Source: an optimization exercise on an open RTL-to-GDS flow (aim: small area, a short achievable clock period and few clock cycles per item). Production flows keep margins and buffers that such runs may drop.
Power is estimated from default activity; no workload was simulated.

==> flow/design.v (excerpt) <==
module huffman(clk, reset, gray_valid, gray_data, CNT_valid, CNT1, CNT2, CNT3, CNT4, CNT5, CNT6,
               code_valid, HC1, HC2, HC3, HC4, HC5, HC6, M1, M2, M3, M4, M5, M6);
input clk;
input reset;
input gray_valid;
input [7:0] gray_data;
output reg CNT_valid;
output [7:0] CNT1, CNT2, CNT3, CNT4, CNT5, CNT6;
output reg code_valid;
output [7:0] HC1, HC2, HC3, HC4, HC5, HC6;
output [7:0] M1, M2, M3, M4, M5, M6;
reg        pv;           
reg  [2:0] pd;
reg        run;          
reg  [3:0] tc;           
reg  [7:0] w [0:5];      
reg  [5:0] m [0:5];      
reg  [4:0] r [1:6];      
assign CNT1 = w[5]; assign CNT2 = w[0]; assign CNT3 = w[1];
assign CNT4 = w[2]; assign CNT5 = w[3]; assign CNT6 = w[4];
reg        ins;          
reg        combine;      
reg  [3:0] uns3;         
wire       step = ins | combine;
wire [4:0] uns  = {1'b0, uns3};
function lt8(input [7:0] a, input [7:0] b);   
  reg [7:0] l, g;
  reg [3:0] l1, g1;
  reg [1:0] l2, g2;
  integer j;
  begin
    l = ~a & b;
    g = a & ~b;
    for (j = 0; j < 4; j = j + 1) begin
      l1[j] = l[2*j+1] | ~g[2*j+1] & l[2*j];
      g1[j] = g[2*j+1] | ~l[2*j+1] & g[2*j];
    end
    for (j = 0; j < 2; j = j + 1) begin
      l2[j] = l1[2*j+1] | ~g1[2*j+1] & l1[2*j];
      g2[j] = g1[2*j+1] | ~l1[2*j+1] & g1[2*j];
    end
    lt8 = l2[1] | ~g2[1] & l2[0];
  end
endfunction
wire [5:1] lt;
genvar gi;
generate for (gi = 1; gi < 6; gi = gi + 1) begin : g_lt
  assign lt[gi] = lt8(w[gi], w[0]);
end endgenerate
  ...
==> module huffman, before the edit <==
module huffman(clk, reset, gray_valid, gray_data, CNT_valid, CNT1, CNT2, CNT3, CNT4, CNT5, CNT6,
               code_valid, HC1, HC2, HC3, HC4, HC5, HC6, M1, M2, M3, M4, M5, M6);
input clk;
input reset;
input gray_valid;
input [7:0] gray_data;
output reg CNT_valid;
output [7:0] CNT1, CNT2, CNT3, CNT4, CNT5, CNT6;
output reg code_valid;
output [7:0] HC1, HC2, HC3, HC4, HC5, HC6;
output [7:0] M1, M2, M3, M4, M5, M6;
reg        pv;           
reg  [2:0] pd;
reg        run;          
reg  [3:0] tc;           
reg  [7:0] w [0:5];      
reg  [5:0] m [0:5];      
reg  [4:0] r [1:6];      
assign CNT1 = w[5]; assign CNT2 = w[0]; assign CNT3 = w[1];
assign CNT4 = w[2]; assign CNT5 = w[3]; assign CNT6 = w[4];
reg        ins;          
reg        combine;      
reg  [3:0] uns3;         
wire       step = ins | combine;
wire [4:0] uns  = {1'b0, uns3};
function lt8(input [7:0] a, input [7:0] b);   
  reg [7:0] l, g;
  reg [3:0] l1, g1;
  reg [1:0] l2, g2;
  integer j;
  begin
    l = ~a & b;
    g = a & ~b;
    for (j = 0; j < 4; j = j + 1) begin
      l1[j] = l[2*j+1] | ~g[2*j+1] & l[2*j];
      g1[j] = g[2*j+1] | ~l[2*j+1] & g[2*j];
    end
    for (j = 0; j < 2; j = j + 1) begin
      l2[j] = l1[2*j+1] | ~g1[2*j+1] & l1[2*j];
      g2[j] = g1[2*j+1] | ~l1[2*j+1] & g1[2*j];
    end
    lt8 = l2[1] | ~g2[1] & l2[0];
  end
endfunction
wire [5:1] lt;
genvar gi;
generate for (gi = 1; gi < 6; gi = gi + 1) begin : g_lt
  assign lt[gi] = lt8(w[gi], w[0]);
end endgenerate
wire [4:0] c = uns | lt;
wire [7:0] sum = w[0] + w[1];
reg  [7:0] wsel;
always @* begin
  case (pd)
    3'd1: wsel = w[5];
    3'd2: wsel = w[0];
    3'd3: wsel = w[1];
    3'd4: wsel = w[2];
    3'd5: wsel = w[3];
    default: wsel = w[4];
  endcase
end
wire [7:0] winc = wsel + 8'd1;
always @(posedge clk or posedge reset) begin
  if (reset) begin
    pv <= 1'b0; pd <= 3'd0; CNT_valid <= 1'b0; code_valid <= 1'b0;
    run <= 1'b0; tc <= 4'd0; ins <= 1'b0; combine <= 1'b0; uns3 <= 4'b1111;
  end else begin
    pv <= gray_valid & ~run;
    pd <= gray_data[2:0];
    CNT_valid <= pv & ~gray_valid;
    if (CNT_valid) run <= 1'b1;
    if (step) tc <= tc + 4'd1;
    if (step) uns3 <= {1'b0, uns3[3:1]};
    ins <= (pv & ~gray_valid) | step & (tc < 4'd4 | (tc[0] & tc < 4'd12));
    combine <= step & ~tc[0] & (tc > 4'd3) & (tc < 4'd11);
    code_valid <= step & (tc == 4'd12);
  end
end
integer i;
always @(posedge clk) begin
  if (reset) begin
    for (i = 0; i < 6; i = i + 1) w[i] <= 8'd0;
  end else if (step) begin
    if (combine) begin
      w[0] <= sum;
      for (i = 1; i < 5; i = i + 1) w[i] <= w[i+1];
      w[5] <= 8'hff;
    end else begin
      for (i = 0; i < 5; i = i + 1)
        if (c[i]) w[i] <= w[i+1];
        else if (i == 0 || c[i-1]) w[i] <= w[0];
      if (c[4]) w[5] <= w[0];
    end
  end else if (pv) begin
    for (i = 0; i < 5; i = i + 1)
      if (pd == i + 2) w[i] <= winc;
    if (pd == 3'd1) w[5] <= winc;
  end
end
always @* m[5] = ~(m[0] | m[1] | m[2] | m[3] | m[4]);
always @(posedge clk) begin
  if (reset) begin
    m[0] <= 6'b000010; m[1] <= 6'b000100; m[2] <= 6'b001000;
    m[3] <= 6'b010000; m[4] <= 6'b100000;
  end else if (step) begin
    if (combine) begin
      m[0] <= m[0] | m[1];
      for (i = 1; i < 5; i = i + 1) m[i] <= m[i+1];
    end else begin
      for (i = 0; i < 5; i = i + 1)
        if (c[i]) m[i] <= m[i+1];
        else if (i == 0 || c[i-1]) m[i] <= m[0];
    end
  end
end
function [4:0] lead(input [4:0] v);    
  lead = {v[4], v[3] & ~v[4], v[2] & ~|v[4:3], v[1] & ~|v[4:2], v[0] & ~|v[4:1]};
endfunction
function [4:0] add_bit(input [4:0] v, input b);   
  reg [4:0] l;
  begin
    l = lead(v);
    add_bit = (v & ~l) | (l & {5{b}}) | {l[3:0], 1'b0};
  end
endfunction
genvar k;
generate for (k = 1; k <= 6; k = k + 1) begin : g_lvl
  wire a = m[0][k-1];
  wire b = m[1][k-1];
  always @(posedge clk) begin
    if (reset) r[k] <= 5'b00001;
    else if (step & combine & (a | b)) r[k] <= add_bit(r[k], a);
  end
end endgenerate
function [7:0] mask_of(input [4:0] v);
  mask_of = {3'b000, |v[4], |v[4:3], |v[4:2], |v[4:1], 1'b1};   
endfunction
function [7:0] code_of(input [4:0] v, input b);
  code_of = {3'b000, v & ({1'b0, |v[4], |v[4:3], |v[4:2], |v[4:1]} | {5{b}})};
endfunction
assign M1 = mask_of(r[1]); assign HC1 = code_of(r[1], m[0][0]);
assign M2 = mask_of(r[2]); assign HC2 = code_of(r[2], m[0][1]);
assign M3 = mask_of(r[3]); assign HC3 = code_of(r[3], m[0][2]);
assign M4 = mask_of(r[4]); assign HC4 = code_of(r[4], m[0][3]);
assign M5 = mask_of(r[5]); assign HC5 = code_of(r[5], m[0][4]);
assign M6 = mask_of(r[6]); assign HC6 = code_of(r[6], m[0][5]);
endmodule
clock: 4.0 ns
lec_check: 0
abc_area: 1
cap_margin: 20
core_margin: 2
core_utilization: 40
setup_slack_margin: 1.5
slew_margin: 20
standard.sh (not shown) runs the stock make flow with config.mk's settings and CLKGATE_MAP_FILE= SYNTH_SCRIPT=/design/flow/synth_recipe.tcl, a recipe that flattens the netlist after the stock synthesis.
==> flow/flow/run.sh <==
#!/bin/bash
# The standard layout (the standard.sh, which runs ORFS with the standard
# synthesis), except that the port buffers are the platform's smallest
# buffer instead of the delay cell buffer_ports picks by default. Every port
# still gets its own buffer. make's full output goes to standard.log here;
# ORFS keeps each step's log under orfs/logs.
set -euo pipefail
bash standard.sh "BUFFER_PORTS_ARGS=-buffer_cell sky130_fd_sc_hd__buf_1" finish > standard.log 2>&1
==> next run, changes <==
--- a/flow/design.v
+++ b/flow/design.v
@@ -97,11 +97,11 @@
       if (pd == i + 2) w[i] <= winc;
     if (pd == 3'd1) w[5] <= winc;
   end
 end
 always @* m[5] = ~(m[0] | m[1] | m[2] | m[3] | m[4]);
-always @(posedge clk) begin
+always @(posedge clk or posedge reset) begin
   if (reset) begin
     m[0] <= 6'b000010; m[1] <= 6'b000100; m[2] <= 6'b001000;
     m[3] <= 6'b010000; m[4] <= 6'b100000;
   end else if (step) begin
     if (combine) begin
@@ -126,11 +126,11 @@
 endfunction
 genvar k;
 generate for (k = 1; k <= 6; k = k + 1) begin : g_lvl
   wire a = m[0][k-1];
   wire b = m[1][k-1];
-  always @(posedge clk) begin
+  always @(posedge clk or posedge reset) begin
     if (reset) r[k] <= 5'b00001;
     else if (step & combine & (a | b)) r[k] <= add_bit(r[k], a);
   end
 end endgenerate
 function [7:0] mask_of(input [4:0] v);
Effect:
- sequential share of layout area rose by 2.5 points
- non-clock buffer count increases by 12
- sequential power rises by 15%
- worst hold slack is worse by 0.012 ns
- count of clock-buffer cells in the layout is unchanged
- wire length hardly moves
- synthesized cell count is lower by 1.1%
- critical path depth came out lower by 5
- die area came out higher by 0.89%
No functional check of the RTL was part of any run of this note.

[what the ideal ports hide]
The flow's constraints put no driver on any port. The routed layouts listed below were extracted and timed again, unchanged, in two steps.
Step 1 sets driving cells, clkbuf_16 on the clock port and buf_2 on the other inputs (assumed; they add their load-dependent delay and slew).
Step 2 also shifts input and output timing later by t, the mid clock arrival at the registers, as if the neighbouring blocks saw the same clock.
Three values: ideal, step 1, step 2; two values: the first two.
| run | t, ns | slack for setup (ns) | worst hold slack (ns) | worst setup path at the end | worst slew at a driven data input, ns |
|---|---|---|---|---|---|
| the first run | 0.477 | 1.578 / 1.578 / 1.578 | 0.428 / 0.428 / 0.428 | register to register | 0.03 |
| the second run | 0.468 | 1.549 / 1.502 / 1.623 | 0.416 / 0.416 / 0.416 | register to register | 0.06 |
After both steps setup and hold are still met in every run listed.
